What follows belongs to an exercise in optimizing a design on an open flow for small area and a short achievable clock period; a production flow would make more cautious choices. Function was checked by simulation only, so behaviour that the tests miss may differ from the original. No activity file was given, so power comes from the tool's default toggle rates.

==> flow/design.v <==
module cpu (clk, rst, imem_addr, imem_data, test, test1);
	input clk, rst;
	output [6:0] imem_addr;
	input  [31:0] imem_data;
	output [31:0] test;
	output [31:0] test1;
	reg [6:0] pc;
	always @(posedge clk or posedge rst)
		if (rst) pc <= 7'd0;
		else     pc <= pc + 7'd1;
	assign imem_addr = pc;
	reg [31:0] ir;
	always @(posedge clk)
		ir <= rst ? 32'd0 : imem_data;
	assign test = ir;
	wire [5:0] op = ir[31:26];
	wire [5:0] fn = ir[5:0];
	wire d_lw  = (op == 6'b000111);
	wire d_sw  = (op == 6'b001000);
	wire d_r   = (op == 6'b000110);
	wire d_add = d_r & (fn == 6'b100000);
	wire d_sub = d_r & (fn == 6'b100010);
	wire d_and = d_r & (fn == 6'b100100);
	wire d_or  = d_r & (fn == 6'b100101);
	wire d_mem = d_lw | d_sw;
	wire d_valid = d_mem | d_add | d_sub | d_and | d_or;
	wire d_arith = d_mem | d_add | d_sub;
	wire [4:0] d_dest = d_mem ? ir[20:16] : (d_valid ? ir[15:11] : 5'd0);
	wire [511:0] rf;      
	wire [15:0] rs_oh, rt_oh;
	genvar g;
	generate
		for (g = 0; g < 16; g = g + 1) begin : DEC
			assign rs_oh[g] = ~rst & (ir[25:21] == g);
			assign rt_oh[g] = ~rst & (ir[20:16] == g);
		end
	endgenerate
	reg [31:0] rd_a, rd_b;
	integer k;
	always @(*) begin
		rd_a = 32'd0;
		rd_b = 32'd0;
		for (k = 0; k < 16; k = k + 1) begin
			rd_a = rd_a | ({32{rs_oh[k]}} & rf[32*k +: 32]);
			rd_b = rd_b | ({32{rt_oh[k]}} & rf[32*k +: 32]);
		end
	end
	reg [31:0] ea;            
	reg [31:0] eb;            
	reg [31:0] es;            
	reg e_arith, e_sub, e_or, e_swv, e_mem, e_valid, e_nw;
	reg [3:0] e_dest;
	always @(posedge clk) begin
		ea   <= rd_a;
		eb   <= d_mem ? {16'd0, ir[15:0]} : (rd_b ^ {32{d_sub}});
		es   <= rd_b;
		if (rst) begin
			e_arith <= 1'b0; e_sub <= 1'b0; e_or <= 1'b0;
			e_swv <= 1'b0; e_mem <= 1'b0; e_valid <= 1'b0; e_nw <= 1'b0;
			e_dest <= 4'd0;
		end else begin
			e_arith <= d_arith; e_sub <= d_sub; e_or <= d_or;
			e_swv <= d_sw & e_valid; e_mem <= d_mem; e_valid <= d_valid; e_nw <= d_dest[4];
			e_dest <= d_dest[3:0];
		end
	end
	wire [32:0] sum1 = {ea, 1'b1} + {eb, e_sub};
	wire [31:0] sum = sum1[32:1];
	wire [31:0] res = e_arith ? sum : (e_or ? (ea | eb) : (ea & eb));
	reg m_nw;
	reg [3:0] m_dest;
	reg [31:0] md;
	reg [12:0] m_rsel, m_wsel;
	reg m_fwd;
	reg [31:0] ss;
	wire [415:0] dm;      
	wire [12:0] ap = ea[12:0] ^ eb[12:0];
	wire [12:0] aa = ea[12:0] & eb[12:0];
	wire [12:0] ao = ea[12:0] | eb[12:0];
	wire hi_ok = &(~(ap[12:5] ^ ao[11:4]));
	wire [12:0] hit;
	generate
		for (g = 0; g < 13; g = g + 1) begin : ADEC
			wire [4:0] K = g;
			wire [4:0] cin  = ap[4:0] ^ K;
			wire [3:0] cout;
			genvar b;
			for (b = 0; b < 4; b = b + 1) begin : B
				assign cout[b] = K[b] ? aa[b] : ao[b];
			end
			assign hit[g] = hi_ok & ~cin[0] & (cin[4:1] == cout[3:0]);
		end
	endgenerate
	wire [12:0] wsel = hit & {13{e_swv}};
	wire [12:0] rsel = hit & {13{e_mem & ~d_sw}};
	always @(posedge clk) begin
		m_rsel <= rsel & ~wsel & {13{~rst}};
		m_wsel <= wsel & {13{~rst}};
		m_fwd  <= (|(rsel & wsel)) & ~rst;
		ss     <= es;
		if (rst) begin
			m_nw <= 1'b0; m_dest <= 4'd0;
			md <= 32'd0;
		end else begin
			m_nw <= e_nw; m_dest <= e_dest;
			md <= e_mem ? 32'd0 : res;    
		end
	end
	wire [31:0] sd0 = ss & {32{~rst}};
	wire [31:0] sd1 = ss | {32{rst}};
	function [31:0] init_word(input integer i);
		init_word = (i == 0) ? 32'd1000 : (i == 1) ? 32'd5000 :
		            (i == 2) ? 32'd2000 : (i == 3) ? 32'd3000 : 32'd0;
	endfunction
	generate
		for (g = 0; g < 13; g = g + 1) begin : DM
			wire [31:0] iw = init_word(g);
			wire [31:0] nd = (sd1 & iw) | (sd0 & ~iw);
			reg [31:0] q;
			always @(posedge clk)
				if (m_wsel[g] | rst) q <= nd;
			assign dm[32*g +: 32] = q;
		end
	endgenerate
	reg [31:0] mrd;
	always @(*) begin
		mrd = {32{m_fwd}} & ss;
		for (k = 0; k < 13; k = k + 1)
			mrd = mrd | ({32{m_rsel[k]}} & dm[32*k +: 32]);
	end
	wire [31:0] wbn = (mrd | md) & {32{~rst}};
	reg [31:0] wb;
	always @(posedge clk) wb <= wbn;
	assign test1 = wb;
	generate
		for (g = 0; g < 16; g = g + 1) begin : RF
			reg [31:0] q;
			always @(posedge clk)
				if (rst | (~m_nw & (m_dest == g))) q <= wbn;
			assign rf[32*g +: 32] = q;
		end
	endgenerate
endmodule
==> flow/run.sh <==
#!/bin/bash
# synth_recipe.tcl (not shown) runs the flow's synth.tcl, then flattens the netlist and writes it again
# the make line also repeats each setting of config.mk as NAME=value (left out here)
make -C /OpenROAD-flow-scripts/flow DESIGN_CONFIG=/design/flow/config.mk WORK_HOME=/design/flow/orfs CLKGATE_MAP_FILE= SYNTH_SCRIPT=/design/flow/synth_recipe.tcl finish
==> flow/config.mk <==
export PLATFORM = sky130hd
export DESIGN_NAME = cpu
export DESIGN_NICKNAME = cpu
export VERILOG_FILES = /design/flow/design.v
export SDC_FILE = /design/flow/constraint.sdc
export NUM_CORES = 4
export LEC_CHECK = 0
export CAP_MARGIN = 20
export CORE_MARGIN = 2
export CORE_UTILIZATION = 55
export SETUP_SLACK_MARGIN = 2.9
export SLEW_MARGIN = 20
==> flow/constraint.sdc <==
create_clock -name core_clock -period 5.5 [get_ports {clk}]
set_input_delay 1.1000 -clock core_clock [delete_from_list [all_inputs] [get_ports {clk}]]
set_output_delay 1.1000 -clock core_clock [all_outputs]
set_load 0.01 [all_outputs]
==> impl_metrics.json, run 1 <==
{
  "finalCritPeriodShare": 0.508,
  "clkSinkCount": 1202,
  "rows": 107,
  "final_cell_mix": "928 x edfxtp_1, 333 x a22oi_1, 234 x dfxtp_1",
  "synth-seq-cells": 1202,
  "cts_max_path_buffers": 3,
  "overflow": 0,
  "cp.arrival_ns": 3.34,
  "hold_class": "flip-flop to flip-flop",
  "tightest_slew_ns": 0.905,
  "fin_area_sq_um": 55700,
  "place_congestion": 0.945,
  "dp_hpwl_microns": 93200,
  "status": "timing/DRC/antenna clean",
  "routed_wl_microns": 172000,
  "timing.fmax_ghz": 0.358,
  "dpl_cell_area_sq_um": 49900,
  "drc": 0,
  "tns_ns": 0,
  "routed_via_density": 7.04,
  "first_pass_iters": 9,
  "synth.net_count": 3343,
  "peakVddDrop_mv": 0.303,
  "startpoint": "rst",
  "cellPowerDensity_nw_per_um2": 345,
  "synth_warnings": 1,
  "initial_core_util": 0.555,
  "critPathKind": "input port to flip-flop",
  "endpoint_kind": "flip-flop",
  "clock_latency_ns": 0.70,
  "numCtsBuffers": 117,
  "worstPathMaxFanout": 32,
  "drive_above_1_share": 0.176,
  "grt_pass1_wl_microns": 233000,
  "start_kind": "input port",
  "dieArea_sq_um": 88300,
  "drtIter0Drc": 4992,
  "layout_commonest_cell": "edfxtp_1",
  "synthCells": 3239,
  "clk_root_buffer_cell": "clkbuf_16",
  "nNetsFinal": 3558,
  "ios": 105,
  "wl_per_cell_microns": 36.5,
  "post-route-min-period_ns": 2.79,
  "cts_max_level": 3,
  "numPortBuffers": 104,
  "synth_edf_count": 928,
  "rsz0062_at_grt": "yes",
  "syn_area_sq_um": 47300,
  "fp.coreArea_sq_um": 85100,
  "drtAntennaViolNets": 0,
  "avgSynthCellArea_sq_um": 14.6,
  "area_delta_synth_final_pct": 17.9,
  "drv_slew": 0,
  "grt_pass1_vias": 31781,
  "antenna_found_initial": 7,
  "hold_violations": 0,
  "track_usage": 0.370,
  "setup_viol_count_final": 0,
  "worstReg2RegStart": "ea[2]",
  "p_leak_nw": 19.7,
  "cp_data_required_time_ns": 6.05,
  "synth-seq-area-share": 0.706,
  "die_h_microns": 297,
  "ys.flop_type": "edfxtp_1",
  "hold_start": "es[4]",
  "grt_max_degree": 50,
  "ys_async_sr_fraction": 0.00582,
  "finClkSkew_ns": 0.0228,
  "clk_pin_slew_ns": 0.06,
  "via_count": 33112,
  "die_w_microns": 297,
  "synth.distinct_cells": 74,
  "cts_tree": "built",
  "maxCapViolCount": 0,
  "slew-limit-headroom": 0.395
}
## Yosys cell counts (6+ instances only)
cell type	count	area, sq um
o211ai_1	6	45.0
and2_1	13	81.3
o21ai_0	31	155
ha_1	65	813
a22o_1	172	1510
o21bai_1	6	45.0
o31ai_1	17	128
nor2b_1	79	494
buf_1	11	41.3
buf_2	34	170
o22ai_1	8	50.1
and3_1	27	169
nand3_1	24	120
a41oi_1	11	96.3
edfxtp_1	928	27900
a21oi_1	92	460
nand4_1	65	407
a21o_1	15	113
or4_4	8	90.1
a211oi_1	17	128
dfxtp_1	267	5350
a221oi_1	163	1430
nor4_2	6	75.1
inv_1	117	439
xor2_1	28	245
nand2_1	145	544
buf_6	26	293
nor3_1	27	135
dfrtp_1	7	175
clkbuf_1	123	462
mux2i_1	18	180
or2_2	24	150
a222oi_1	32	320
a22oi_1	352	2640
a31oi_1	25	156
xnor2_1	22	193
nand3b_1	7	52.6
buf_4	13	97.6
nor2_1	105	394
and4_1	31	272
## cell families after synthesis
kind of cell / synth area share
adders and majority gates: 0.0193
DFF: 0.706
muxes: 0.00429
buffers and inverters: 0.0320
xor gates and xnor gates: 0.00927
AOI/OAI and AO/OA: 0.160
and+or+nand+nor: 0.0687
## report_power, final
group	leakage (nW)	switching, mW	total, mW	internal [mW]
Sequential	11.9	0.240	10.4	10.2
Combinational	5.98	0.705	0.992	0.287
Clock	1.83	3.32	7.79	4.47
## flip-flops by register name (all words and copies together), names as in the netlist, 7 cells and up
register and flops:
RF.q 512, DM.q 416, ea 32, eb 32
es 32, ir 32, md 32, ss 32
wb 32, m_rsel 13, m_wsel 13, pc 7
## routing by layer
metal | share of wire | vias to the layer above | GRT usage
li1 | - | 13415 | -
met1 | 0.35 | 16217 | 0.484
met2 | 0.45 | 2726 | 0.588
met3 | 0.13 | 750 | 0.0792
met4 | 0.073 | 4 | 0.189
met5 | 0.00016 | - | 0
## path summary, 6_finish.rpt
kind / endpoint / slack, ns / cells past startpoint
worst max-delay path: ea[10] / 2.71 / 10
worst min-delay path: ss[4] / 0.33 / 0
worst max register to register: md[31] / 2.80 / 10
worst min register to register: ss[4] / 0.33 / 0
max in group asynchronous: pc[5] / 3.99 / 4
min in group asynchronous: pc[3] / 1.19 / 4
## what timing repair did
item,in CTS,in global routing
setup buffers,55,55
cloned,7,13
gates resized for setup,192,106
setup endpoints to repair,1417,958
hold buffers,0,0
pin swaps,25,44
## stage by stage
| stage | cells | setup WS [ns] | power (mW) | utilization | hold slack [ns] |
|---|---|---|---|---|---|
| floorplan | 3239 | 2.76 | 11.0 | - | 0.310 |
| global placement | 4349 | 1.65 | 11.5 | 0.586 | 0.316 |
| detailed placement | 4349 | 1.69 | 11.5 | 0.586 | 0.312 |
| CTS | 4630 | 2.75 | 19.1 | 0.642 | 0.326 |
| global route | 4698 | 2.76 | 19.7 | 0.654 | 0.328 |
| finish | 4702 | 2.71 | 19.2 | 0.654 | 0.325 |
## worst max-delay path, cell delays in order
cell and delay [ns]:
buf_16 0.14, nor2_1 0.29, nand3b_1 0.22, buf_12 0.21, buf_4 0.16, nor3_2 0.22
clkbuf_16 0.37, a22o_1 0.20, a221oi_2 0.04, nand4_1 0.33
## final cells by class
type | instances | area [sq um]
Sequential cell | 1202 | 33500
Fill cell | 6136 | 29400
Multi-Input combinational cell | 1730 | 13900
Clock buffer | 182 | 3450
Timing Repair Buffer | 284 | 2680
Tap cell | 1144 | 1430
Inverter | 119 | 449
Clock inverter | 37 | 295
Antenna cell | 4 | 10.0
==> run 2: changes to the inputs <==
--- a/flow/config.mk
+++ b/flow/config.mk
@@ -10,2 +10,4 @@
 export CORE_UTILIZATION = 55
+export CTS_CLUSTER_DIAMETER = 60
+export CTS_CLUSTER_SIZE = 30
 export SETUP_SLACK_MARGIN = 2.9
==> run 2 against run 1 <==
Against the previous run: worst setup slack gained 0.041 ns; first-iteration DRC count grew 3.0%; design area shrank 1.3%; still clean on timing, DRC and antenna; area after synthesis is the same; critical path type unchanged; fmax grew 1.5%; final cell count shrank 1.1%; utilization shrank 0.85 points; synthesized cell count is the same; via count grew 0.74%; flip-flop and latch count is the same; combinational power grew 4%.
==> impl_metrics.json, run 2 <==
{
  "synth_top_area_cell": "edfxtp_1",
  "first_pass_iters": 9,
  "cpLargestDelayFamily": "simple AND/OR/NAND/NOR gates",
  "clock_latency_ns": 0.68,
  "drc": 0,
  "grt_max_degree": 60,
  "cp_data_required_time_ns": 5.86,
  "hold_violations": 0,
  "track_usage": 0.383,
  "synth-seq-area-share": 0.706,
  "dpl_cell_area_sq_um": 49900,
  "cpPeakStageDelay_ns": 0.44,
  "hold_class": "flip-flop to flip-flop",
  "ys.flop_type": "edfxtp_1",
  "final_cell_mix": "928 x edfxtp_1, 332 x a22oi_1, 225 x dfxtp_1",
  "synth.distinct_cells": 74,
  "clk_pin_slew_ns": 0.09,
  "hold_buffers": 0,
  "grt_pass1_vias": 31789,
  "drive_above_1_share": 0.177,
  "clk_root_buffer_cell": "clkbuf_16",
  "dieArea_sq_um": 88300,
  "synthCells": 3239,
  "regMostFlops": "RF.q",
  "drv_slew": 0,
  "initial_core_util": 0.555,
  "cts_max_level": 3,
  "gr-usage-met1": 0.491,
  "cts_max_path_buffers": 3,
  "cts_tree": "built",
  "area_delta_synth_final_pct": 16.4,
  "synth-seq-cells": 1202,
  "critPathKind": "input port to flip-flop",
  "place_congestion": 0.945,
  "worstReg2RegStart": "ea[2]",
  "grt_most_used_layer": "met2",
  "startpoint": "rst",
  "synth_top_area_frac": 0.590,
  "cp_cell_sequence": "buf_12 > nor3_1 > nand2_2 > nor2_4 > buf_12 > buf_4 > a22o_1 > a221oi_1 > nand4_1",
  "overflow": 0,
  "r2r_cells": 10,
  "start_kind": "input port",
  "tightest_slew_ns": 1.18,
  "met3_usage": 0.0929,
  "endpoint_kind": "flip-flop",
  "tns_ns": 0,
  "largestRegisters": "RF.q x512, DM.q x416",
  "cellPowerDensity_nw_per_um2": 323,
  "syn_area_sq_um": 47300,
  "p_leak_nw": 19.3,
  "ios": 105,
  "fp.coreArea_sq_um": 85100,
  "synth.net_count": 3343,
  "finClkSkew_ns": 0.0318,
  "cp.depth": 9,
  "synthTopCellsByArea": "edfxtp_1 59%, dfxtp_1 11%, a22oi_1 5.6%",
  "synth_common_cells": "928 x edfxtp_1, 352 x a22oi_1, 267 x dfxtp_1, 172 x a22o_1, 163 x a221oi_1",
  "routed_wl_microns": 176000,
  "slew-limit-headroom": 0.214,
  "setup_viol_count_final": 0,
  "reg2reg_slack_ns": 2.83,
  "synth_edf_count": 928,
  "ys_async_sr_fraction": 0.00582,
  "drtIter0Drc": 5144,
  "crit_slowest_cell": "nand4_1",
  "layout_commonest_cell": "edfxtp_1",
  "status": "timing/DRC/antenna clean",
  "met2_usage": 0.600,
  "timing.fmax_ghz": 0.363,
  "via_count": 33358,
  "nNetsFinal": 3543,
  "post-route-min-period_ns": 2.75,
  "die_h_microns": 297,
  "timing.rr.end": "md[31]",
  "worstPathMaxFanout": 27,
  "avgSynthCellArea_sq_um": 14.6,
  "rsz0062_at_grt": "yes",
  "grt_pass1_wl_microns": 239000,
  "rows": 107,
  "wl_per_cell_microns": 37.8,
  "numCtsBuffers": 74,
  "crit_path_frequent_cell": "buf_12",
  "critPathCapture": "ea[10]",
  "dp_hpwl_microns": 93200,
  "peakVddDrop_mv": 0.333,
  "routed_via_density": 7.18,
  "antenna_found_initial": 6,
  "fin_area_sq_um": 55000,
  "drtAntennaViolNets": 0,
  "clkSinkCount": 1202,
  "cp.arrival_ns": 3.12,
  "die_w_microns": 297,
  "path_buf_inv": 3,
  "synth_warnings": 1,
  "finalCritPeriodShare": 0.501,
  "yosysMostFrequentCell": "edfxtp_1",
  "maxCapViolCount": 0,
  "numPortBuffers": 104,
  "largest_register_ffs": 512
}
[run 2: power breakdown]
part / switching (mW) / internal (mW) / total (mW)
combinational: 0.737 / 0.295 / 1.03
sequential: 0.238 / 10.2 / 10.4
clock: 3.40 / 2.95 / 6.35
total: 4.37 / 13.4 / 17.8
[run 2: area by class of cell]
type	count	area (sq um)
diodes	5	12.5
clock buffers	84	2010
clock inverters	53	672
fillers	6157	30100
inverters	119	452
multi-input cells	1747	14100
flip-flops and latches	1202	33500
well taps	1144	1430
repair buffers	295	2800
[run 2: how the worst min path moves through the flow]
stage	start	cells after the start	slack, ns	endpoint
final	es[17]	0	0.33	ss[17]
after global routing	es[17]	0	0.32	ss[17]
after CTS	es[17]	0	0.33	ss[17]
after detailed placement	es[28]	0	0.31	ss[28]
after global placement	es[29]	0	0.32	ss[29]
after floorplan	es[0]	0	0.31	ss[0]
[run 2: per-layer routing]
| layer | up-vias | routed length [microns] | part of all wire |
|---|---|---|---|
| met4 | 2 | 13000 | 0.074 |
| li1 | 13405 | - | - |
| met3 | 810 | 22300 | 0.13 |
| met1 | 16285 | 61000 | 0.35 |
| met2 | 2856 | 79200 | 0.45 |
| met5 | - | 8 | 0.000046 |
[run 2: worst reg2reg max path: cells and delay by family, from the launching register on]
family	cells	cell delay, ns
xor gates and xnor gates	1	0.17
adders and majority gates	1	0.32
AOI/OAI and AO/OA	4	1.13
buffers and inverters	2	0.30
and+or+nand+nor	2	0.22
DFF	1	0.43
[run 2: through the flow]
step	util	std cells	hold WS, ns	worst slack [ns]	power, mW
2_1_floorplan	-	3239	0.310	2.76	11.0
3_3_place_gp	0.586	4349	0.316	1.65	11.5
3_5_place_dp	0.586	4349	0.312	1.69	11.5
4_1_cts	0.634	4572	0.325	2.75	17.7
5_1_grt	0.646	4644	0.323	2.80	18.2
6_report	0.646	4649	0.326	2.75	17.8
[run 2: kinds of logic after synthesis]
group | synth area share
DFF | 0.706
AOI/OAI and AO/OA | 0.160
muxes | 0.00429
xor gates and xnor gates | 0.00927
adders and majority gates | 0.0193
and+or+nand+nor | 0.0687
buffers and inverters | 0.0320
[run 2: what timing repair did]
item                                    4_1_cts  5_1_grt
gates cloned                                 27        9
setup buffers                                59       63
resized for setup                           238       80
endpoints found under the setup margin     1421      180
pin swaps                                    47       36
==> run 3: changes to the inputs <==
--- a/flow/design.v
+++ b/flow/design.v
@@ -33,4 +33,4 @@
 		for (g = 0; g < 16; g = g + 1) begin : DEC
-			assign rs_oh[g] = ~rst & (ir[25:21] == g);
-			assign rt_oh[g] = ~rst & (ir[20:16] == g);
+			assign rs_oh[g] = (ir[25:21] == g);
+			assign rt_oh[g] = (ir[20:16] == g);
 		end
@@ -51,2 +51,3 @@
 	reg e_arith, e_sub, e_or, e_swv, e_mem, e_valid, e_nw;
+	reg e_bub;
 	reg [3:0] e_dest;
@@ -56,2 +57,3 @@
 		es   <= rd_b;
+		e_bub <= rst;
 		if (rst) begin
@@ -102,7 +104,6 @@
 			m_nw <= 1'b0; m_dest <= 4'd0;
-			md <= 32'd0;
 		end else begin
 			m_nw <= e_nw; m_dest <= e_dest;
-			md <= e_mem ? 32'd0 : res;    
 		end
+		md <= (rst | e_mem | e_bub) ? 32'd0 : res;
 	end
--- a/flow/config.mk
+++ b/flow/config.mk
@@ -12,3 +12,3 @@
 export CTS_CLUSTER_SIZE = 30
-export SETUP_SLACK_MARGIN = 2.9
+export SETUP_SLACK_MARGIN = 2.8
 export SLEW_MARGIN = 20
==> run 3 against run 2 <==
Against the previous run: register-to-register slack better by 0.03 ns; sequential power barely moved; sequential share of layout area is 1.7 points higher; hold slack improved by 0.0075 ns; final cell count fell by 3.9%; clock skew is 0.0014 ns higher; count of clock-buffer cells in the layout is 3 lower; fmax up 2.8%; combinational power grew 21%; largest cell class unchanged.
==> impl_metrics.json, run 3 <==
{
  "status": "timing/DRC/antenna clean",
  "pwr-share-seq": 0.571,
  "tns_ns": 0,
  "nNetsFinal": 3375,
  "routed_via_density": 7.03,
  "finalCritPeriodShare": 0.487,
  "p_sw_mw": 4.68,
  "cts_tree": "built",
  "synthTopCellsByArea": "edfxtp_1 60%, dfxtp_1 12%, a22o_1 4.7%",
  "antenna_found_initial": 3,
  "cts_max_path_buffers": 3,
  "cts_max_level": 3,
  "cp_cell_sequence": "buf_8 > clkinvlp_4 > buf_4 > buf_4 > nand2_4 > buf_4",
  "overflow": 0,
  "largestRegisters": "RF.q x512, DM.q x416",
  "intPower_mw": 13.8,
  "yosysMostFrequentCell": "edfxtp_1",
  "ys_async_sr_fraction": 0.00582,
  "grt_pass1_wl_microns": 218000,
  "synth_top_area_cell": "edfxtp_1",
  "cp_data_required_time_ns": 5.83,
  "synth_top_family_by_area": "compound AO/OA/AOI/OAI gates",
  "crit_slowest_cell": "buf_8",
  "clkSinkCount": 1203,
  "tightest_slew_ns": 1.20,
  "dp_hpwl_microns": 87800,
  "numPortBuffers": 104,
  "synth_xor_area_frac": 0.0107,
  "drv_slew": 0,
  "regMostFlops": "RF.q",
  "peakVddDrop_mv": 0.300,
  "synth_common_cells": "928 x edfxtp_1, 268 x dfxtp_1, 251 x a22o_1, 246 x a221oi_1, 180 x a22oi_1",
  "fp.coreArea_sq_um": 83700,
  "avgSynthCellArea_sq_um": 14.9,
  "synth-simple-area-share": 0.0611,
  "timing.fmax_ghz": 0.373,
  "synth_top_area_frac": 0.599,
  "cp.arrival_ns": 3.01,
  "endpoint_kind": "flip-flop",
  "drc": 0,
  "grt_pass1_vias": 30530,
  "maxCapViolCount": 0,
  "rows": 106,
  "die_h_microns": 295,
  "place_congestion": 0.948,
  "synth_compound_area_frac": 0.160,
  "synth.distinct_cells": 64,
  "routed_wl_microns": 155000,
  "slew-limit-headroom": 0.201,
  "drive_above_1_share": 0.144,
  "ios": 105,
  "drtIter0Drc": 4726,
  "synthMuxAreaShare": 0.00476,
  "start_kind": "input port",
  "die_w_microns": 295,
  "crit_path_frequent_cell": "buf_4",
  "track_usage": 0.354,
  "pwr-share-clk": 0.362,
  "synth_warnings": 1,
  "clk_root_buffer_cell": "clkbuf_16",
  "hold_violations": 0,
  "synth-seq-area-share": 0.718,
  "wl_per_cell_microns": 34.6,
  "first_pass_iters": 10,
  "dpl_cell_area_sq_um": 49400,
  "synthCells": 3115,
  "cpPeakStageDelay_ns": 0.46,
  "finClkSkew_ns": 0.0332,
  "hold_depth": 0,
  "clock_latency_ns": 0.66,
  "numCtsBuffers": 77,
  "p_leak_nw": 18.6,
  "hold_class": "flip-flop to flip-flop",
  "largest_register_ffs": 512,
  "initial_core_util": 0.556,
  "critPathKind": "input port to flip-flop",
  "setup_viol_count_final": 0,
  "via_count": 31429,
  "worstPathMaxFanout": 62,
  "dieArea_sq_um": 86900,
  "fin_area_sq_um": 53500,
  "clk_pin_slew_ns": 0.09,
  "final_cell_mix": "928 x edfxtp_1, 251 x a22o_1, 246 x a221oi_1",
  "r2r_cells": 9,
  "p_comb_frac": 0.068,
  "cellPowerDensity_nw_per_um2": 345,
  "area_delta_synth_final_pct": 15.1,
  "final_util": 0.639,
  "drtAntennaViolNets": 0,
  "rsz0062_at_grt": "yes",
  "grt_max_degree": 63,
  "swShare": 0.254,
  "layout_commonest_cell": "edfxtp_1",
  "synth-seq-cells": 1203,
  "synth.net_count": 3219,
  "ys.flop_type": "edfxtp_1",
  "synthAdderAreaFrac": 0.0196,
  "post-route-min-period_ns": 2.68,
  "syn_area_sq_um": 46500,
  "synth_edf_count": 928
}
run 3: critical path: cells and delay by family:
family / cells / cell delay (ns)
buffers and inverters: 5 / 1.46
AND/OR/NAND/NOR: 1 / 0.32
run 3: layout make-up:
cell class,instances,area (sq um)
Sequential cell,1203,33500
Fill cell,6086,30200
Multi-Input combinational cell,1620,12900
Timing Repair Buffer,257,2350
Clock buffer,81,1990
Tap cell,1134,1420
Clock inverter,59,935
Inverter,112,424
Antenna cell,2,5.00
run 3: kinds of logic after synthesis:
family / count (synthesis)
AOI/OAI and AO/OA: 929
adders and majority gates: 70
and+or+nand+nor: 534
buffers and inverters: 300
DFF: 1203
xor gates and xnor gates: 57
muxes: 22
run 3: layer usage:
layer | global-route usage | wire (microns) | up-vias
li1 | - | - | 12912
met3 | 0.0955 | 19100 | 677
met5 | 0 | 0 | -
met2 | 0.555 | 69900 | 2414
met1 | 0.460 | 56400 | 15426
met4 | 0.167 | 9350 | 0
run 3: through the flow:
step	hold slack [ns]	total power, mW	std cells	setup WS, ns
floorplan	0.310	11.3	3115	2.41
global placement	0.312	11.8	4246	1.67
detailed placement	0.314	11.9	4247	1.69
CTS	0.334	18.4	4441	2.67
global route	0.337	18.9	4466	2.62
finish	0.333	18.5	4468	2.82
run 3: timing repair:
item                                    4_1_cts  5_1_grt
gates cloned                                  7        1
buffers inserted                             47       24
hold buffers                                  0        0
endpoints found under the setup margin     1002      698
pin swaps                                    29       21
gates resized for setup                     109       60
run 3: power groups by stage:
stage | clock network [mW] | logic (mW) | registers, mW
3_3_place_gp | 0 | 1.10 | 10.7
4_1_cts | 6.72 | 1.17 | 10.5
2_1_floorplan | 0 | 0.678 | 10.6
5_1_grt | 7.05 | 1.31 | 10.6
3_5_place_dp | 0 | 1.12 | 10.7
6_report | 6.67 | 1.25 | 10.5
run 3: worst paths after layout:
kind,end,slack (ns),startpoint
worst min-delay path,ss[0],0.33,es[0]
worst max-delay path,RF[0].q[22],2.82,rst
worst min register to register,ss[0],0.33,es[0]
worst max register to register,eb[17],2.86,ir[18]
min in group asynchronous,pc[6],1.12,rst
max in group asynchronous,pc[4],4.18,rst
==> run 4: changes to the inputs <==
--- a/flow/config.mk
+++ b/flow/config.mk
@@ -12,3 +12,3 @@
 export CTS_CLUSTER_SIZE = 30
-export SETUP_SLACK_MARGIN = 2.8
+export SETUP_SLACK_MARGIN = 3.0
 export SLEW_MARGIN = 20
==> run 4 against run 3 <==
Against the previous run: sequential power barely moved; combinational power is 8% higher; via count is 0.38% higher; power is 1.4% higher; design area increased by 1.4%; global-route usage is 0.12 points higher; still clean on timing, DRC and antenna; critical path type is now flip-flop to flip-flop; clock power rose by 3%; routed wire length increased by 0.80%; utilization rose by 0.87 points.
==> impl_metrics.json, run 4 <==
{
  "cpPeakStageDelay_ns": 0.45,
  "routed_via_density": 7.05,
  "synthCells": 3115,
  "rsz0062_at_grt": "yes",
  "area_delta_synth_final_pct": 16.6,
  "grt_max_degree": 62,
  "timing.rr.end": "eb[27]",
  "ys.flop_type": "edfxtp_1",
  "clock_latency_ns": 0.66,
  "peakVddDrop_mv": 0.341,
  "yosysMostFrequentCell": "edfxtp_1",
  "place_congestion": 0.933,
  "finalCritPeriodShare": 0.456,
  "rows": 106,
  "fp.coreArea_sq_um": 83700,
  "setup_ws_ns": 2.99,
  "start_kind": "flip-flop",
  "cts_tree": "built",
  "routed_wl_microns": 156000,
  "via_count": 31548,
  "clk_pin_slew_ns": 0.09,
  "cts_max_level": 3,
  "startpoint": "ir[19]",
  "regMostFlops": "RF.q",
  "seq_area_sq_um": 33500,
  "dpl_cell_area_sq_um": 49400,
  "initial_core_util": 0.556,
  "worstReg2RegStart": "ir[19]",
  "post-route-min-period_ns": 2.51,
  "num-fill-cells": 5922,
  "crit_slowest_cell": "or3_4",
  "nNetsFinal": 3380,
  "cellPowerDensity_nw_per_um2": 345,
  "layout_commonest_cell": "edfxtp_1",
  "cp.arrival_ns": 3.04,
  "cp_data_required_time_ns": 6.03,
  "critPathKind": "flip-flop to flip-flop",
  "drv_slew": 0,
  "drtAntennaViolNets": 0,
  "path_buf_inv": 2,
  "synth.net_count": 3219,
  "ios": 105,
  "p_leak_nw": 18.9,
  "setup_viol_count_final": 0,
  "die_w_microns": 295,
  "place_ws_ns": 1.98,
  "largestRegisters": "RF.q x512, DM.q x416",
  "synth.distinct_cells": 64,
  "tightest_slew_ns": 0.856,
  "die_h_microns": 295,
  "hold_class": "flip-flop to flip-flop",
  "dieArea_sq_um": 86900,
  "avgSynthCellArea_sq_um": 14.9,
  "cts_max_path_buffers": 3,
  "ys_async_sr_fraction": 0.00582,
  "syn_area_sq_um": 46500,
  "drc": 0,
  "r2r_cells": 10,
  "clk_root_buffer_cell": "clkbuf_16",
  "synth_edf_count": 928,
  "multiInputGateArea_sq_um": 13400,
  "tns_ns": 0,
  "grt_pass1_vias": 30775,
  "antenna_found_initial": 7,
  "fin_area_sq_um": 54200,
  "clkSinkCount": 1203,
  "synth-seq-cells": 1203,
  "overflow": 0,
  "reg2reg_slack_ns": 2.99,
  "track_usage": 0.355,
  "worstPathMaxFanout": 10,
  "synth_top_area_frac": 0.599,
  "first_pass_iters": 6,
  "numPortBuffers": 104,
  "synth_common_cells": "928 x edfxtp_1, 268 x dfxtp_1, 251 x a22o_1, 246 x a221oi_1, 180 x a22oi_1",
  "finClkSkew_ns": 0.0391,
  "synth_top_area_cell": "edfxtp_1",
  "synth_warnings": 1,
  "timing.fmax_ghz": 0.398,
  "maxCapViolCount": 0,
  "status": "timing/DRC/antenna clean",
  "drtIter0Drc": 4292,
  "cpLargestDelayFamily": "simple AND/OR/NAND/NOR gates",
  "dp_hpwl_microns": 86600,
  "synthTopCellsByArea": "edfxtp_1 60%, dfxtp_1 12%, a22o_1 4.7%",
  "hold_depth": 0,
  "largest_register_ffs": 512,
  "final_util": 0.648,
  "holdPathEnd": "ss[23]",
  "grt_pass1_wl_microns": 219000,
  "synth-seq-area-share": 0.718,
  "drive_above_1_share": 0.166,
  "hold_start": "es[23]",
  "slew-limit-headroom": 0.428,
  "endpoint_kind": "flip-flop",
  "numCtsBuffers": 77,
  "wl_per_cell_microns": 34.8,
  "hold_violations": 0,
  "final_cell_mix": "928 x edfxtp_1, 251 x a22o_1, 246 x a221oi_1",
  "cp_cell_sequence": "or3_4 > buf_4 > nor2_4 > buf_6 > a22o_1 > a221oi_1 > and3_1 > nand4_1 > xnor2_1 > nor2_1"
}
==> run 4: cell counts after synthesis <==
No cell type changed its count.
==> run 4: stage by stage <==
| step | power (mW) | cells | hold slack (ns) |
|---|---|---|---|
| 2_1_floorplan | 11.3 | 3115 | 0.310 |
| 3_3_place_gp | 11.8 | 4247 | 0.314 |
| 6_report | 18.7 | 4478 | 0.333 |
| 4_1_cts | 18.6 | 4444 | 0.331 |
| 3_5_place_dp | 11.9 | 4247 | 0.312 |
| 5_1_grt | 19.2 | 4474 | 0.330 |
==> run 4: layout make-up <==
| cell class | instances | share of cell area |
|---|---|---|
| well taps | 1134 | 0.0262 |
| clock buffers | 84 | 0.0378 |
| clock inverters | 59 | 0.0185 |
| diodes | 4 | 0.000185 |
| inverters | 112 | 0.00782 |
| flip-flops and latches | 1203 | 0.618 |
| repair buffers | 264 | 0.0441 |
| multi-input cells | 1618 | 0.248 |
==> run 4: metal layers <==
metal / global-route usage / up-vias / wire length (microns)
met5: 0 / - / 0
met1: 0.469 / 15650 / 58100
met4: 0.175 / 0 / 8670
li1: - / 12911 / -
met2: 0.547 / 2396 / 70300
met3: 0.0929 / 591 / 19000
==> run 4: worst max-delay path by stage <==
stage	to	slack, ns	depth (start not counted)
2_1_floorplan	RF[4].q[0]	2.50	4
3_3_place_gp	RF[11].q[24]	2.03	4
3_5_place_dp	RF[9].q[5]	1.98	4
4_1_cts	eb[0]	2.89	9
5_1_grt	md[21]	2.92	11
6_report	eb[27]	2.99	10
==> run 4: kinds of logic after synthesis <==
kind of cell | after synthesis | synth area share
AOI/OAI and AO/OA | 929 | 0.160
DFF | 1203 | 0.718
muxes | 22 | 0.00476
xor gates and xnor gates | 57 | 0.0107
and+or+nand+nor | 534 | 0.0611
buffers and inverters | 300 | 0.0255
adders and majority gates | 70 | 0.0196
==> run 4: repair_timing <==
action / 4_1_cts / 5_1_grt
pin swaps: 28 / 43
cloned: 5 / 1
buffers inserted: 49 / 29
setup endpoints to repair: 1213 / 210
gates resized for setup: 207 / 117
hold buffers: 0 / 0
==> run 4: where the power goes <==
group,switching [mW],total [mW],internal [mW]
logic,0.918,1.35,0.428
registers,0.240,10.5,10.3
clock network,3.56,6.84,3.28
total,4.72,18.7,14.0
==> run 5: changes to the inputs <==
--- a/flow/config.mk
+++ b/flow/config.mk
@@ -12,3 +12,3 @@
 export CTS_CLUSTER_SIZE = 30
-export SETUP_SLACK_MARGIN = 3.0
+export SETUP_SLACK_MARGIN = 3.3
 export SLEW_MARGIN = 20
==> run 5 against run 4 <==
Against the previous run: sequential share of layout area decreased by 3.7 points; via count increased by 2.6%; die area did not move; critical path depth rose by 1; design area rose by 6.7%; fmax increased by 0.56%; combinational power is 19% higher; power increased by 0.41%; register-to-register slack barely moved; worst setup slack gained 0.014 ns; critical path type unchanged.
==> impl_metrics.json, run 5 <==
{
  "status": "timing/DRC/antenna clean",
  "p_sw_mw": 4.76,
  "setup_viol_count_final": 0,
  "maxCapViolCount": 0,
  "pwr-share-clk": 0.355,
  "largest_register_ffs": 512,
  "place_congestion": 0.899,
  "finalCritPeriodShare": 0.454,
  "die_h_microns": 295,
  "synth_common_cells": "928 x edfxtp_1, 268 x dfxtp_1, 251 x a22o_1, 246 x a221oi_1, 180 x a22oi_1",
  "cellPowerDensity_nw_per_um2": 325,
  "hold_class": "flip-flop to flip-flop",
  "finalPower_mw": 18.8,
  "dp_hpwl_microns": 82000,
  "routed_wl_microns": 161000,
  "synth.distinct_cells": 64,
  "drive_above_1_share": 0.278,
  "numCtsBuffers": 79,
  "intPower_mw": 14.0,
  "largestRegisters": "RF.q x512, DM.q x416",
  "first_pass_iters": 7,
  "ys.flop_type": "edfxtp_1",
  "post-route-min-period_ns": 2.50,
  "die_w_microns": 295,
  "final_util": 0.691,
  "clk_root_buffer_cell": "clkbuf_16",
  "drc": 0,
  "finClkSkew_ns": 0.0513,
  "overflow": 0,
  "p_leak_nw": 20.3,
  "synth.net_count": 3219,
  "hold_violations": 0,
  "clkSinkCount": 1203,
  "final_cell_mix": "928 x edfxtp_1, 251 x a22o_1, 190 x dfxtp_1",
  "pwr-share-seq": 0.560,
  "via_count": 32370,
  "swShare": 0.253,
  "peakVddDrop_mv": 0.374,
  "cp.arrival_ns": 3.04,
  "grt_max_degree": 56,
  "initial_core_util": 0.556,
  "grt_pass1_wl_microns": 221000,
  "rows": 106,
  "cts_max_level": 3,
  "layout_commonest_cell": "edfxtp_1",
  "tightest_slew_ns": 0.799,
  "routed_via_density": 6.97,
  "drv_slew": 0,
  "start_kind": "flip-flop",
  "synth_edf_count": 928,
  "yosysMostFrequentCell": "edfxtp_1",
  "clock_latency_ns": 0.69,
  "fp.coreArea_sq_um": 83700,
  "numPortBuffers": 104,
  "grt_pass1_vias": 31131,
  "synthTopCellsByArea": "edfxtp_1 60%, dfxtp_1 12%, a22o_1 4.7%",
  "cts_tree": "built",
  "ios": 105,
  "p_comb_frac": 0.085,
  "timing.fmax_ghz": 0.401,
  "drtIter0Drc": 4581,
  "slew-limit-headroom": 0.466,
  "critPathKind": "flip-flop to flip-flop",
  "place_ws_ns": 1.90,
  "synthCells": 3115,
  "tns_ns": 0,
  "wl_per_cell_microns": 34.8,
  "track_usage": 0.358,
  "syn_area_sq_um": 46500,
  "worstPathMaxFanout": 3,
  "hold_buffers": 0,
  "avgSynthCellArea_sq_um": 14.9,
  "nNetsFinal": 3542,
  "synth_top_area_cell": "edfxtp_1",
  "synth_warnings": 1,
  "ys_async_sr_fraction": 0.00582,
  "clk_pin_slew_ns": 0.09,
  "rsz0062_at_grt": "yes",
  "synth-seq-area-share": 0.718,
  "cts_max_path_buffers": 3,
  "synth-seq-cells": 1203,
  "drtAntennaViolNets": 0,
  "setup_ws_ns": 3.00,
  "antenna_found_initial": 4,
  "fin_area_sq_um": 57900,
  "area_delta_synth_final_pct": 24.4,
  "cp_data_required_time_ns": 6.04,
  "regMostFlops": "RF.q",
  "dieArea_sq_um": 86900,
  "dpl_cell_area_sq_um": 49600,
  "endpoint_kind": "flip-flop",
  "synth_top_area_frac": 0.599
}
[run 5: path summary, 6_finish.rpt]
path,startpoint,end,slack [ns],cells after the start
worst max-delay path,e_sub,md[23],3.00,11
worst min-delay path,es[2],ss[2],0.33,0
worst max register to register,e_sub,md[23],3.00,11
worst min register to register,es[2],ss[2],0.33,0
max in group asynchronous,rst,pc[6],4.64,2
min in group asynchronous,rst,pc[0],0.60,2
[run 5: logic make-up (layout without fill, tap and decap cells)]
group / count (synthesis) / count (layout) / synth area share
AO/OA/AOI/OAI: 929 / 931 / 0.160
XOR/XNOR: 57 / 57 / 0.0107
adder cells (fa/ha/maj): 70 / 70 / 0.0196
buffers and inverters: 300 / 680 / 0.0255
flip-flops: 1203 / 1203 / 0.718
multiplexers: 22 / 22 / 0.00476
other: 0 / 3 / 0
AND/OR/NAND/NOR: 534 / 541 / 0.0611
[run 5: metrics by stage]
step,std cells,hold slack (ns)
after floorplan,3115,0.310
after global placement,4223,0.313
after detailed placement,4223,0.312
after CTS,4530,0.320
after global routing,4638,0.331
final,4641,0.326
[run 5: timing repair]
| item | 4_1_cts | 5_1_grt |
|---|---|---|
| setup endpoints to repair | 1437 | 530 |
| resized for setup | 683 | 242 |
| pin swaps | 126 | 194 |
| gates cloned | 13 | 11 |
| buffers inserted | 147 | 97 |
[run 5: critical path: stages, from the launching register on]
cell      delay (ns)
dfxtp_2         0.37
inv_2           0.05
fa_2            0.39
nand3b_1        0.19
nand4_1         0.18
nand3_4         0.12
a21oi_4         0.25
o21ai_4         0.11
a21oi_2         0.24
and3_4          0.23
mux2i_1         0.06
or2_1           0.20
[run 5: metal layers]
layer	up-vias	wire, microns	global-route usage
li1	13272	-	-
met1	16218	59200	0.476
met2	2342	74500	0.569
met5	-	0	0
met4	0	8590	0.152
met3	538	19100	0.0805
[run 5: area by class of cell]
cell class / count / area (sq um)
inverters: 112 / 430
fillers: 5614 / 25800
repair buffers: 421 / 5040
diodes: 3 / 7.51
clock inverters: 60 / 816
multi-input cells: 1621 / 14500
clock buffers: 87 / 2080
well taps: 1134 / 1420
flip-flops and latches: 1203 / 33600
[run 5: power groups by stage]
| stage | Sequential, mW | Clock [mW] | Combinational [mW] |
|---|---|---|---|
| global route | 10.6 | 7.03 | 1.67 |
| detailed placement | 10.7 | 0 | 1.15 |
| floorplan | 10.6 | 0 | 0.707 |
| global placement | 10.7 | 0 | 1.13 |
| CTS | 10.5 | 6.70 | 1.41 |
| finish | 10.5 | 6.66 | 1.60 |
==> run 6: changes to the inputs <==
--- a/flow/config.mk
+++ b/flow/config.mk
@@ -12,3 +12,3 @@
 export CTS_CLUSTER_SIZE = 30
-export SETUP_SLACK_MARGIN = 3.3
+export SETUP_SLACK_MARGIN = 3.6
 export SLEW_MARGIN = 20
==> run 6 against run 5 <==
Against the previous run: die area unchanged; utilization up 4.8 points; design area up 6.9%; global-route usage up 4.9 points; largest power group unchanged.
==> impl_metrics.json, run 6 <==
{
  "synthCells": 3115,
  "die_w_microns": 295,
  "synthTopCellsByArea": "edfxtp_1 60%, dfxtp_1 12%, a22o_1 4.7%",
  "final_util": 0.739,
  "start_kind": "flip-flop",
  "hold_violations": 0,
  "finalCritPeriodShare": 0.453,
  "dp_hpwl_microns": 84600,
  "place_congestion": 0.893,
  "endpoint_kind": "flip-flop",
  "status": "timing/DRC/antenna clean",
  "synth_top_area_frac": 0.599,
  "die_h_microns": 295,
  "r2r_cells": 12,
  "routed_wl_microns": 184000,
  "clk_root_buffer_cell": "clkbuf_16",
  "timing.rr.end": "eb[11]",
  "hold_start": "es[8]",
  "p_comb_frac": 0.098,
  "hold_buffers": 0,
  "routed_via_density": 7.18,
  "worstReg2RegStart": "ir[17]",
  "setup_viol_count_final": 0,
  "hold_ws_ns": 0.326,
  "synth-seq-cells": 1203,
  "grt_max_degree": 50,
  "ys_async_sr_fraction": 0.00582,
  "first_pass_iters": 8,
  "finalPower_mw": 19.4,
  "setup_ws_ns": 3.01,
  "multiInputGateArea_sq_um": 15900,
  "largest_register_ffs": 512,
  "cp_data_required_time_ns": 6.05,
  "p_leak_nw": 21.9,
  "drv_slew": 0,
  "clk_pin_slew_ns": 0.11,
  "critPathKind": "flip-flop to flip-flop",
  "wl_per_cell_microns": 38.3,
  "synth_common_cells": "928 x edfxtp_1, 268 x dfxtp_1, 251 x a22o_1, 246 x a221oi_1, 180 x a22oi_1",
  "area_delta_synth_final_pct": 33.0,
  "drive_above_1_share": 0.360,
  "maxCapViolCount": 0,
  "rows": 106,
  "cp.arrival_ns": 3.04,
  "pwr-share-clk": 0.358,
  "synth_warnings": 1,
  "post-route-min-period_ns": 2.49,
  "synth_edf_count": 928,
  "ios": 105,
  "layout_commonest_cell": "edfxtp_1",
  "drtIter0Drc": 4831,
  "clkSinkCount": 1203,
  "syn_area_sq_um": 46500,
  "avgSynthCellArea_sq_um": 14.9,
  "drtAntennaViolNets": 0,
  "tns_ns": 0,
  "cts_tree": "built",
  "synth-seq-area-share": 0.718,
  "grt_pass1_vias": 32625,
  "yosysMostFrequentCell": "edfxtp_1",
  "grt_pass1_wl_microns": 246000,
  "rsz0062_at_grt": "yes",
  "numPortBuffers": 104,
  "dieArea_sq_um": 86900,
  "peakVddDrop_mv": 0.440,
  "final_cell_mix": "928 x edfxtp_1, 251 x a22o_1, 186 x dfxtp_1",
  "num-fill-cells": 4947,
  "drc": 0,
  "synth.net_count": 3219,
  "fp.coreArea_sq_um": 83700,
  "synth.distinct_cells": 64,
  "finClkSkew_ns": 0.0538,
  "seq_area_sq_um": 33600,
  "numCtsBuffers": 80,
  "antenna_found_initial": 10,
  "cts_max_level": 3,
  "timing.fmax_ghz": 0.402,
  "clock_latency_ns": 0.69,
  "cellPowerDensity_nw_per_um2": 314,
  "hold_class": "flip-flop to flip-flop",
  "tightest_slew_ns": 0.810,
  "via_count": 34427,
  "overflow": 0,
  "largestRegisters": "RF.q x512, DM.q x416",
  "slew-limit-headroom": 0.460,
  "synth_top_area_cell": "edfxtp_1",
  "ys.flop_type": "edfxtp_1",
  "pwr-share-seq": 0.543,
  "cts_max_path_buffers": 3,
  "nNetsFinal": 3694,
  "holdPathEnd": "ss[8]",
  "place_ws_ns": 1.98,
  "worstPathMaxFanout": 6,
  "p_sw_mw": 5.17,
  "intPower_mw": 14.2,
  "regMostFlops": "RF.q",
  "initial_core_util": 0.556,
  "hold_depth": 0,
  "track_usage": 0.406,
  "reg2reg_slack_ns": 3.01,
  "swShare": 0.266
}
[run 6: cell counts after synthesis]
No cell type changed its count.
[run 6: area by class of cell]
| cell class | count | area share |
|---|---|---|
| Antenna cell | 3 | 0.000121 |
| Clock buffer | 86 | 0.0334 |
| Clock inverter | 64 | 0.0160 |
| Inverter | 112 | 0.00714 |
| Multi-Input combinational cell | 1632 | 0.258 |
| Sequential cell | 1203 | 0.543 |
| Tap cell | 1134 | 0.0229 |
| Timing Repair Buffer | 561 | 0.120 |
[run 6: kinds of logic (layout without fill, tap and decap cells)]
family,Yosys count,in the layout,synth area share
AO/OA/AOI/OAI,929,932,0.160
XOR/XNOR,57,57,0.0107
AND/OR/NAND/NOR,534,551,0.0611
other,0,3,0
adder cells (fa/ha/maj),70,70,0.0196
buffers and inverters,300,823,0.0255
flip-flops,1203,1203,0.718
multiplexers,22,22,0.00476
[run 6: worst max path at each step]
stage           start      endpoint  slack, ns  cells after the start
6_report       ir[17]        eb[11]       3.01                     12
5_1_grt         ea[0]        md[21]       2.97                     11
4_1_cts         ea[0]        md[21]       3.07                     11
3_5_place_dp      rst  RF[15].q[24]       1.98                      5
3_3_place_gp      rst  RF[15].q[25]       2.07                      5
2_1_floorplan     rst        md[23]       3.18                      6
[run 6: routing by layer]
| metal | up-vias | global-route usage | wire, microns |
|---|---|---|---|
| li1 | 13621 | - | - |
| met1 | 16905 | 0.507 | 61900 |
| met2 | 2982 | 0.623 | 80700 |
| met3 | 913 | 0.117 | 25100 |
| met4 | 6 | 0.263 | 16000 |
| met5 | - | 0 | 46 |
[run 6: power by group through the flow]
stage                     clock network [mW]  logic, mW  registers, mW
after floorplan                            0      0.798           10.6
after global placement                     0       1.19           10.7
after detailed placement                   0       1.21           10.7
after CTS                               6.92       1.65           10.5
after global routing                    7.28       1.95           10.6
final                                   6.95       1.91           10.5
[run 6: through the flow]
step / area, sq um / std cells
after floorplan: 48200 / 3115
after CTS: 59500 / 4684
after global placement: 50200 / 4222
after global routing: 61900 / 4793
final: 61900 / 4795
after detailed placement: 50200 / 4222
[run 6: what timing repair did]
| item | in CTS | in global routing |
|---|---|---|
| gates cloned | 44 | 8 |
| resized for setup | 901 | 259 |
| pin swaps | 256 | 198 |
| setup endpoints to repair | 2053 | 825 |
| setup buffers | 268 | 100 |
[run 6: worst max-delay path, stage by stage, from the launching register on]
cell and delay, ns:
dfxtp_4 0.37, buf_12 0.14, buf_12 0.12, nand2_8 0.10, nor2_4 0.05, buf_12 0.15, buf_12 0.14, a22o_1 0.23
a221oi_2 0.21, nand3_1 0.18, nor2_4 0.28, nor3_2 0.06, a221o_1 0.32
==> run 7: changes to the inputs <==
--- a/flow/design.v
+++ b/flow/design.v
@@ -50,3 +50,3 @@
 	reg [31:0] es;            
-	reg e_arith, e_sub, e_or, e_swv, e_mem, e_valid, e_nw;
+	reg e_sub, e_swv, e_mem, e_valid, e_nw;
 	reg e_bub;
@@ -54,4 +54,4 @@
 	always @(posedge clk) begin
-		ea   <= rd_a;
-		eb   <= d_mem ? {16'd0, ir[15:0]} : (rd_b ^ {32{d_sub}});
+		ea   <= d_arith ? rd_a : (d_or ? (rd_a | rd_b) : (rd_a & rd_b));
+		eb   <= d_mem ? {16'd0, ir[15:0]} : (d_arith ? (rd_b ^ {32{d_sub}}) : 32'd0);
 		es   <= rd_b;
@@ -59,3 +59,3 @@
 		if (rst) begin
-			e_arith <= 1'b0; e_sub <= 1'b0; e_or <= 1'b0;
+			e_sub <= 1'b0;
 			e_swv <= 1'b0; e_mem <= 1'b0; e_valid <= 1'b0; e_nw <= 1'b0;
@@ -63,3 +63,3 @@
 		end else begin
-			e_arith <= d_arith; e_sub <= d_sub; e_or <= d_or;
+			e_sub <= d_sub;
 			e_swv <= d_sw & e_valid; e_mem <= d_mem; e_valid <= d_valid; e_nw <= d_dest[4];
@@ -70,3 +70,3 @@
 	wire [31:0] sum = sum1[32:1];
-	wire [31:0] res = e_arith ? sum : (e_or ? (ea | eb) : (ea & eb));
+	wire [31:0] res = sum;
 	reg m_nw;
@@ -74,2 +74,3 @@
 	reg [31:0] md;
+	reg m_alu;
 	reg [12:0] m_rsel, m_wsel;
@@ -107,3 +108,4 @@
 		end
-		md <= (rst | e_mem | e_bub) ? 32'd0 : res;
+		md <= res;
+		m_alu <= ~(rst | e_mem | e_bub);
 	end
@@ -131,3 +133,3 @@
 	end
-	wire [31:0] wbn = (mrd | md) & {32{~rst}};
+	wire [31:0] wbn = (mrd | (md & {32{m_alu}})) & {32{~rst}};
 	reg [31:0] wb;
--- a/flow/config.mk
+++ b/flow/config.mk
@@ -12,3 +12,3 @@
 export CTS_CLUSTER_SIZE = 30
-export SETUP_SLACK_MARGIN = 3.6
+export SETUP_SLACK_MARGIN = 3.0
 export SLEW_MARGIN = 20
==> run 7 against run 6 <==
Against the previous run: routed wire length decreased by 13%; first-iteration DRC count increased by 0.12%; worst setup slack got worse by 0.053 ns; non-clock buffer count decreased by 285; clock power decreased by 6.3%; synthesized cell count increased by 2.8%; sequential share of layout area increased by 7.7 points; final cell count decreased by 4.8%; highest routed layer unchanged.
==> impl_metrics.json, run 7 <==
{
  "grt_pass1_wl_microns": 223000,
  "p_comb_frac": 0.058,
  "clk_pin_slew_ns": 0.10,
  "cp.arrival_ns": 3.06,
  "grt_max_degree": 136,
  "overflow": 0,
  "synth.net_count": 3285,
  "rows": 106,
  "status": "timing/DRC/antenna clean",
  "timing.fmax_ghz": 0.393,
  "cp_cell_sequence": "or3b_4 > buf_4 > nor2_4 > buf_8 > a22oi_1 > nand4_1 > xnor2_1 > o21ai_0",
  "wl_per_cell_microns": 34.9,
  "drc": 0,
  "place_congestion": 0.925,
  "hold_violations": 0,
  "avgSynthCellArea_sq_um": 14.6,
  "worstReg2RegStart": "ir[17]",
  "clock_latency_ns": 0.67,
  "crit_slowest_cell": "or3b_4",
  "worstPathMaxFanout": 21,
  "slew-limit-headroom": 0.346,
  "drtAntennaViolNets": 0,
  "synth-seq-area-share": 0.715,
  "pwr-share-seq": 0.581,
  "synthAdderAreaFrac": 0.0139,
  "synth_common_cells": "928 x edfxtp_1, 467 x a22oi_1, 267 x dfxtp_1, 199 x nand2_1, 118 x clkbuf_1",
  "clkSinkCount": 1202,
  "hold_start": "es[17]",
  "tns_ns": 0,
  "layout_commonest_cell": "edfxtp_1",
  "tightest_slew_ns": 0.981,
  "critPathKind": "flip-flop to flip-flop",
  "synth-seq-cells": 1202,
  "cellPowerDensity_nw_per_um2": 334,
  "synth_xor_area_frac": 0.0143,
  "ys_async_sr_fraction": 0.00582,
  "holdPathEnd": "ss[17]",
  "r2r_cells": 8,
  "hold_depth": 0,
  "synth_top_family_by_area": "compound AO/OA/AOI/OAI gates",
  "fp.coreArea_sq_um": 83800,
  "cts_tree": "built",
  "antenna_found_initial": 9,
  "reg2reg_slack_ns": 2.96,
  "numCtsBuffers": 79,
  "area_delta_synth_final_pct": 15.7,
  "path_buf_inv": 2,
  "p_leak_nw": 19.3,
  "seq_area_sq_um": 33500,
  "drtIter0Drc": 4837,
  "synthTopCellsByArea": "edfxtp_1 60%, dfxtp_1 11%, a22oi_1 7.5%",
  "cpLargestDelayFamily": "simple AND/OR/NAND/NOR gates",
  "final_cell_mix": "928 x edfxtp_1, 464 x a22oi_1, 227 x dfxtp_1",
  "hold_class": "flip-flop to flip-flop",
  "synthCells": 3202,
  "initial_core_util": 0.557,
  "die_h_microns": 295,
  "rsz0062_at_grt": "yes",
  "largestRegisters": "RF.q x512, DM.q x416",
  "numPortBuffers": 104,
  "finalCritPeriodShare": 0.462,
  "largest_register_ffs": 512,
  "final_util": 0.644,
  "routed_wl_microns": 159000,
  "cts_max_level": 3,
  "via_count": 31914,
  "peakVddDrop_mv": 0.238,
  "drive_above_1_share": 0.162,
  "intPower_mw": 13.6,
  "die_w_microns": 295,
  "cp_data_required_time_ns": 6.02,
  "yosysMostFrequentCell": "edfxtp_1",
  "grt_pass1_vias": 30833,
  "dieArea_sq_um": 87200,
  "swShare": 0.244,
  "maxCapViolCount": 0,
  "drv_slew": 0,
  "hold_buffers": 0,
  "synth_warnings": 1,
  "fin_area_sq_um": 54000,
  "synth_edf_count": 928,
  "nNetsFinal": 3447,
  "p_sw_mw": 4.41,
  "finClkSkew_ns": 0.0372,
  "num-fill-cells": 6165,
  "dpl_cell_area_sq_um": 49400,
  "dp_hpwl_microns": 89900,
  "regMostFlops": "RF.q",
  "first_pass_iters": 9,
  "ys.flop_type": "edfxtp_1",
  "synth.distinct_cells": 78,
  "synth-simple-area-share": 0.0792,
  "hold_ws_ns": 0.331,
  "post-route-min-period_ns": 2.54,
  "routed_via_density": 6.99,
  "start_kind": "flip-flop",
  "setup_viol_count_final": 0,
  "track_usage": 0.361,
  "endpoint_kind": "flip-flop",
  "multiInputGateArea_sq_um": 13400,
  "synth_top_area_cell": "edfxtp_1",
  "timing.rr.end": "eb[6]",
  "ios": 105,
  "cpPeakStageDelay_ns": 0.43,
  "pwr-share-clk": 0.361,
  "clk_root_buffer_cell": "clkbuf_16",
  "cts_max_path_buffers": 3,
  "syn_area_sq_um": 46700,
  "synth_top_area_frac": 0.597,
  "synthMuxAreaShare": 0.00718,
  "synth_compound_area_frac": 0.147
}
[run 7: final cells by class]
| cell class | instances | area share |
|---|---|---|
| sequential | 1202 | 0.620 |
| multi-input combinational | 1744 | 0.249 |
| timing repair buffer | 276 | 0.0473 |
| clock buffer | 90 | 0.0396 |
| tap | 1134 | 0.0263 |
| clock inverter | 56 | 0.0131 |
| inverter | 61 | 0.00431 |
| antenna | 1 | 0.0000464 |
[run 7: routing by layer]
metal	track usage	vias to the layer above	part of all wire
met1	0.479	15867	0.37
met3	0.0794	586	0.12
met2	0.576	2407	0.46
met5	0	-	0.000082
li1	-	13052	-
met4	0.159	2	0.054
[run 7: power by group through the flow]
stage	Combinational (mW)	Sequential, mW	Clock, mW
floorplan	0.531	10.6	0
global placement	0.920	10.7	0
detailed placement	0.932	10.7	0
CTS	0.978	10.5	6.56
global route	1.09	10.5	6.88
finish	1.05	10.5	6.51
[run 7: repair_timing]
item	CTS	global route
buffers inserted	41	40
endpoints found under the hold margin	0	0
pin swaps	20	40
endpoints found under the setup margin	536	209
gates cloned	3	1
gates resized for setup	213	111
[run 7: worst max path at each step]
stage                  endpoint  slack (ns)  cells after the start   start
floorplan           RF[0].q[12]        2.98                      4     rst
global placement          ea[0]        2.12                      8  ir[21]
detailed placement        ea[0]        2.07                      8  ir[21]
CTS                    test[21]        2.81                      1  ir[21]
global route             md[22]        2.95                      9   ea[7]
finish                    eb[6]        2.96                      8  ir[17]
[run 7: per-stage QoR]
step,std cells,worst slack [ns],total power [mW]
after floorplan,3202,2.98,11.1
after global placement,4332,2.12,11.6
after detailed placement,4332,2.07,11.6
after CTS,4522,2.81,18.0
after global routing,4563,2.95,18.5
final,4564,2.96,18.0
[run 7: cells by family after synthesis]
| kind of cell | count (synthesis) |
|---|---|
| flip-flops | 1202 |
| buffers and inverters | 258 |
| XOR/XNOR | 76 |
| AND/OR/NAND/NOR | 685 |
| adder cells (fa/ha/maj) | 49 |
| multiplexers | 33 |
| AO/OA/AOI/OAI | 899 |
==> run 8: changes to the inputs <==
--- a/flow/config.mk
+++ b/flow/config.mk
@@ -12,3 +12,3 @@
 export CTS_CLUSTER_SIZE = 30
-export SETUP_SLACK_MARGIN = 3.0
+export SETUP_SLACK_MARGIN = 3.2
 export SLEW_MARGIN = 20
==> run 8 against run 7 <==
Against the previous run: first-iteration DRC count shrank 7.4%; sequential share of layout area down 2.5 points; register-to-register slack better by 0.08 ns; area after synthesis stayed put; routed wire length grew 1.5%; still clean on timing, DRC and antenna; global-route usage is 0.30 points lower; power is 0.61% higher.
==> impl_metrics.json, run 8 <==
{
  "status": "timing/DRC/antenna clean",
  "cts_max_path_buffers": 3,
  "place_ws_ns": 1.92,
  "synth_common_cells": "928 x edfxtp_1, 467 x a22oi_1, 267 x dfxtp_1, 199 x nand2_1, 118 x clkbuf_1",
  "syn_area_sq_um": 46700,
  "synth_compound_area_frac": 0.147,
  "synth_edf_count": 928,
  "synthAdderAreaFrac": 0.0139,
  "synth-seq-area-share": 0.715,
  "synth.net_count": 3285,
  "synthMuxAreaShare": 0.00718,
  "first_pass_iters": 9,
  "p_leak_nw": 20.1,
  "drtAntennaViolNets": 0,
  "largest_register_ffs": 512,
  "timing.fmax_ghz": 0.406,
  "ys.flop_type": "edfxtp_1",
  "numPortBuffers": 104,
  "area_delta_synth_final_pct": 20.6,
  "hold_ws_ns": 0.332,
  "layout_commonest_cell": "edfxtp_1",
  "grt_pass1_vias": 31169,
  "clk_pin_slew_ns": 0.09,
  "overflow": 0,
  "initial_core_util": 0.557,
  "synthTopCellsByArea": "edfxtp_1 60%, dfxtp_1 11%, a22oi_1 7.5%",
  "dieArea_sq_um": 87200,
  "routed_via_density": 6.91,
  "grt_max_degree": 53,
  "worstPathMaxFanout": 31,
  "wl_per_cell_microns": 34.6,
  "ios": 105,
  "synth-simple-area-share": 0.0792,
  "cellPowerDensity_nw_per_um2": 322,
  "start_kind": "flip-flop",
  "yosysMostFrequentCell": "edfxtp_1",
  "drv_slew": 0,
  "num-fill-cells": 5789,
  "die_w_microns": 295,
  "cts_tree": "built",
  "numCtsBuffers": 75,
  "tns_ns": 0,
  "track_usage": 0.358,
  "synth.distinct_cells": 78,
  "reg2reg_slack_ns": 3.04,
  "tightest_slew_ns": 0.878,
  "synth_xor_area_frac": 0.0143,
  "cp_data_required_time_ns": 6.05,
  "drc": 0,
  "finClkSkew_ns": 0.0436,
  "critPathKind": "flip-flop to flip-flop",
  "clkSinkCount": 1202,
  "clk_root_buffer_cell": "clkbuf_16",
  "r2r_cells": 9,
  "drtIter0Drc": 4479,
  "synth_top_area_cell": "edfxtp_1",
  "synth_warnings": 1,
  "slew-limit-headroom": 0.413,
  "synthCells": 3202,
  "hold_violations": 0,
  "endpoint_kind": "flip-flop",
  "ys_async_sr_fraction": 0.00582,
  "timing.rr.end": "eb[13]",
  "setup_ws_ns": 3.04,
  "rows": 106,
  "hold_class": "flip-flop to flip-flop",
  "fin_area_sq_um": 56300,
  "maxCapViolCount": 0,
  "die_h_microns": 295,
  "finalPower_mw": 18.2,
  "synth_top_family_by_area": "compound AO/OA/AOI/OAI gates",
  "routed_wl_microns": 162000,
  "cts_max_level": 3,
  "rsz0062_at_grt": "yes",
  "antenna_found_initial": 8,
  "synth_top_area_frac": 0.597,
  "synth-seq-cells": 1202,
  "clock_latency_ns": 0.68,
  "holdPathEnd": "ss[26]",
  "largestRegisters": "RF.q x512, DM.q x416",
  "fp.coreArea_sq_um": 83800,
  "via_count": 32306,
  "grt_pass1_wl_microns": 221000,
  "worstReg2RegStart": "ir[17]",
  "peakVddDrop_mv": 0.350,
  "final_cell_mix": "928 x edfxtp_1, 423 x a22oi_1, 198 x dfxtp_1",
  "regMostFlops": "RF.q",
  "nNetsFinal": 3557,
  "avgSynthCellArea_sq_um": 14.6,
  "dpl_cell_area_sq_um": 49300,
  "post-route-min-period_ns": 2.46,
  "hold_start": "es[26]",
  "drive_above_1_share": 0.244,
  "cp.arrival_ns": 3.01,
  "setup_viol_count_final": 0,
  "dp_hpwl_microns": 86000,
  "finalCritPeriodShare": 0.448,
  "place_congestion": 0.962,
  "hold_depth": 0
}
run 8: cell counts after synthesis:
No cell type changed its count.
run 8: metal layers:
metal  vias to the layer above  wire length [microns]  GRT usage
li1                      13271                      -          -
met1                     16014                  58300      0.473
met2                      2418                  74300      0.568
met3                       601                  19500     0.0780
met4                         2                   9780      0.174
met5                         -                     13          0
run 8: metrics by stage:
step,util,cells
after floorplan,-,3202
after global placement,0.588,4309
after detailed placement,0.589,4309
after CTS,0.649,4571
after global routing,0.672,4669
final,0.672,4672
run 8: kinds of logic after synthesis:
| kind of cell | Yosys count |
|---|---|
| buffers and inverters | 258 |
| muxes | 33 |
| adders and majority gates | 49 |
| AOI/OAI and AO/OA | 899 |
| and+or+nand+nor | 685 |
| xor gates and xnor gates | 76 |
| DFF | 1202 |
run 8: repair_timing:
| action | 4_1_cts | 5_1_grt |
|---|---|---|
| pin swaps | 69 | 104 |
| setup endpoints to repair | 1532 | 297 |
| gates resized for setup | 618 | 202 |
| cloned | 10 | 13 |
| setup buffers | 114 | 85 |
| hold buffers | 0 | 0 |
run 8: worst max-delay path by stage:
| stage | cells after the start | from | slack, ns | to |
|---|---|---|---|---|
| floorplan | 4 | rst | 3.04 | RF[0].q[0] |
| global placement | 5 | rst | 1.96 | RF[15].q[29] |
| detailed placement | 5 | rst | 1.92 | RF[15].q[29] |
| CTS | 8 | ea[13] | 3.09 | md[30] |
| global route | 10 | ea[0] | 3.05 | md[30] |
| finish | 9 | ir[17] | 3.04 | eb[13] |
run 8: worst max-delay path: stages, from the launching register on:
cell and delay (ns):
dfxtp_4 0.40, or3b_4 0.44, buf_4 0.17, nor2_4 0.12, buf_12 0.27, a22oi_1 0.14
and4_1 0.19, nand4_1 0.26, xnor2_1 0.10, o21ai_1 0.23
run 8: report_power, final:
group	internal, mW	switching (mW)	total [mW]	leakage, nW
sequential	10.2	0.229	10.5	11.9
clock	3.00	3.46	6.45	1.33
combinational	0.422	0.808	1.23	6.84
run 8: area by class of cell:
cell class / count / area [sq um] / share of cell area
clock inverters: 52 / 713 / 0.0127
inverters: 61 / 233 / 0.00413
diodes: 3 / 7.51 / 0.000133
flip-flops and latches: 1202 / 33500 / 0.596
clock buffers: 86 / 2070 / 0.0367
repair buffers: 389 / 4160 / 0.0739
well taps: 1134 / 1420 / 0.0252
multi-input cells: 1745 / 14200 / 0.252

[what the ideal ports hide]
In the flow no input, the clock included, has a driving cell. The finished layouts below were timed again as built, in two steps. Step 1 assumes that a clkbuf_16 drives the clock port and a buf_2 every other input. Step 2 times the ports against the registers' clock, not the clock port: input delays grow and output delays shrink by t, the midpoint of the rising clock arrivals with the driver on. a / b / c = ideal / step 1 / step 2; a / b = the first two.
run | t (ns) | setup slack, ns | clock arrival spread, ns | worst register clock-pin slew, ns
run 1 | 0.757 | 2.705 / 2.521 / 1.764 | 0.026 / 0.026 | 0.07 / 0.07
run 2 | 0.739 | 2.747 / 2.756 / 2.017 | 0.032 / 0.032 | 0.11 / 0.11
run 3 | 0.708 | 2.821 / 2.778 / 2.130 | 0.034 / 0.034 | 0.11 / 0.11
run 4 | 0.712 | 2.990 / 2.938 / 2.312 | 0.044 / 0.043 | 0.11 / 0.11
run 5 | 0.725 | 3.004 / 3.004 / 2.545 | 0.057 / 0.056 | 0.11 / 0.11
run 6 | 0.734 | 3.011 / 3.011 / 2.726 | 0.059 / 0.059 | 0.11 / 0.11
run 7 | 0.717 | 2.958 / 2.947 / 2.449 | 0.037 / 0.038 | 0.11 / 0.11
run 8 | 0.726 | 3.038 / 3.032 / 2.536 | 0.054 / 0.054 | 0.10 / 0.10
After both steps every run listed still meets setup and hold. The setup slack of run 1, which loses most, moves by -0.184 ns with the drivers and by -0.941 ns with both steps.
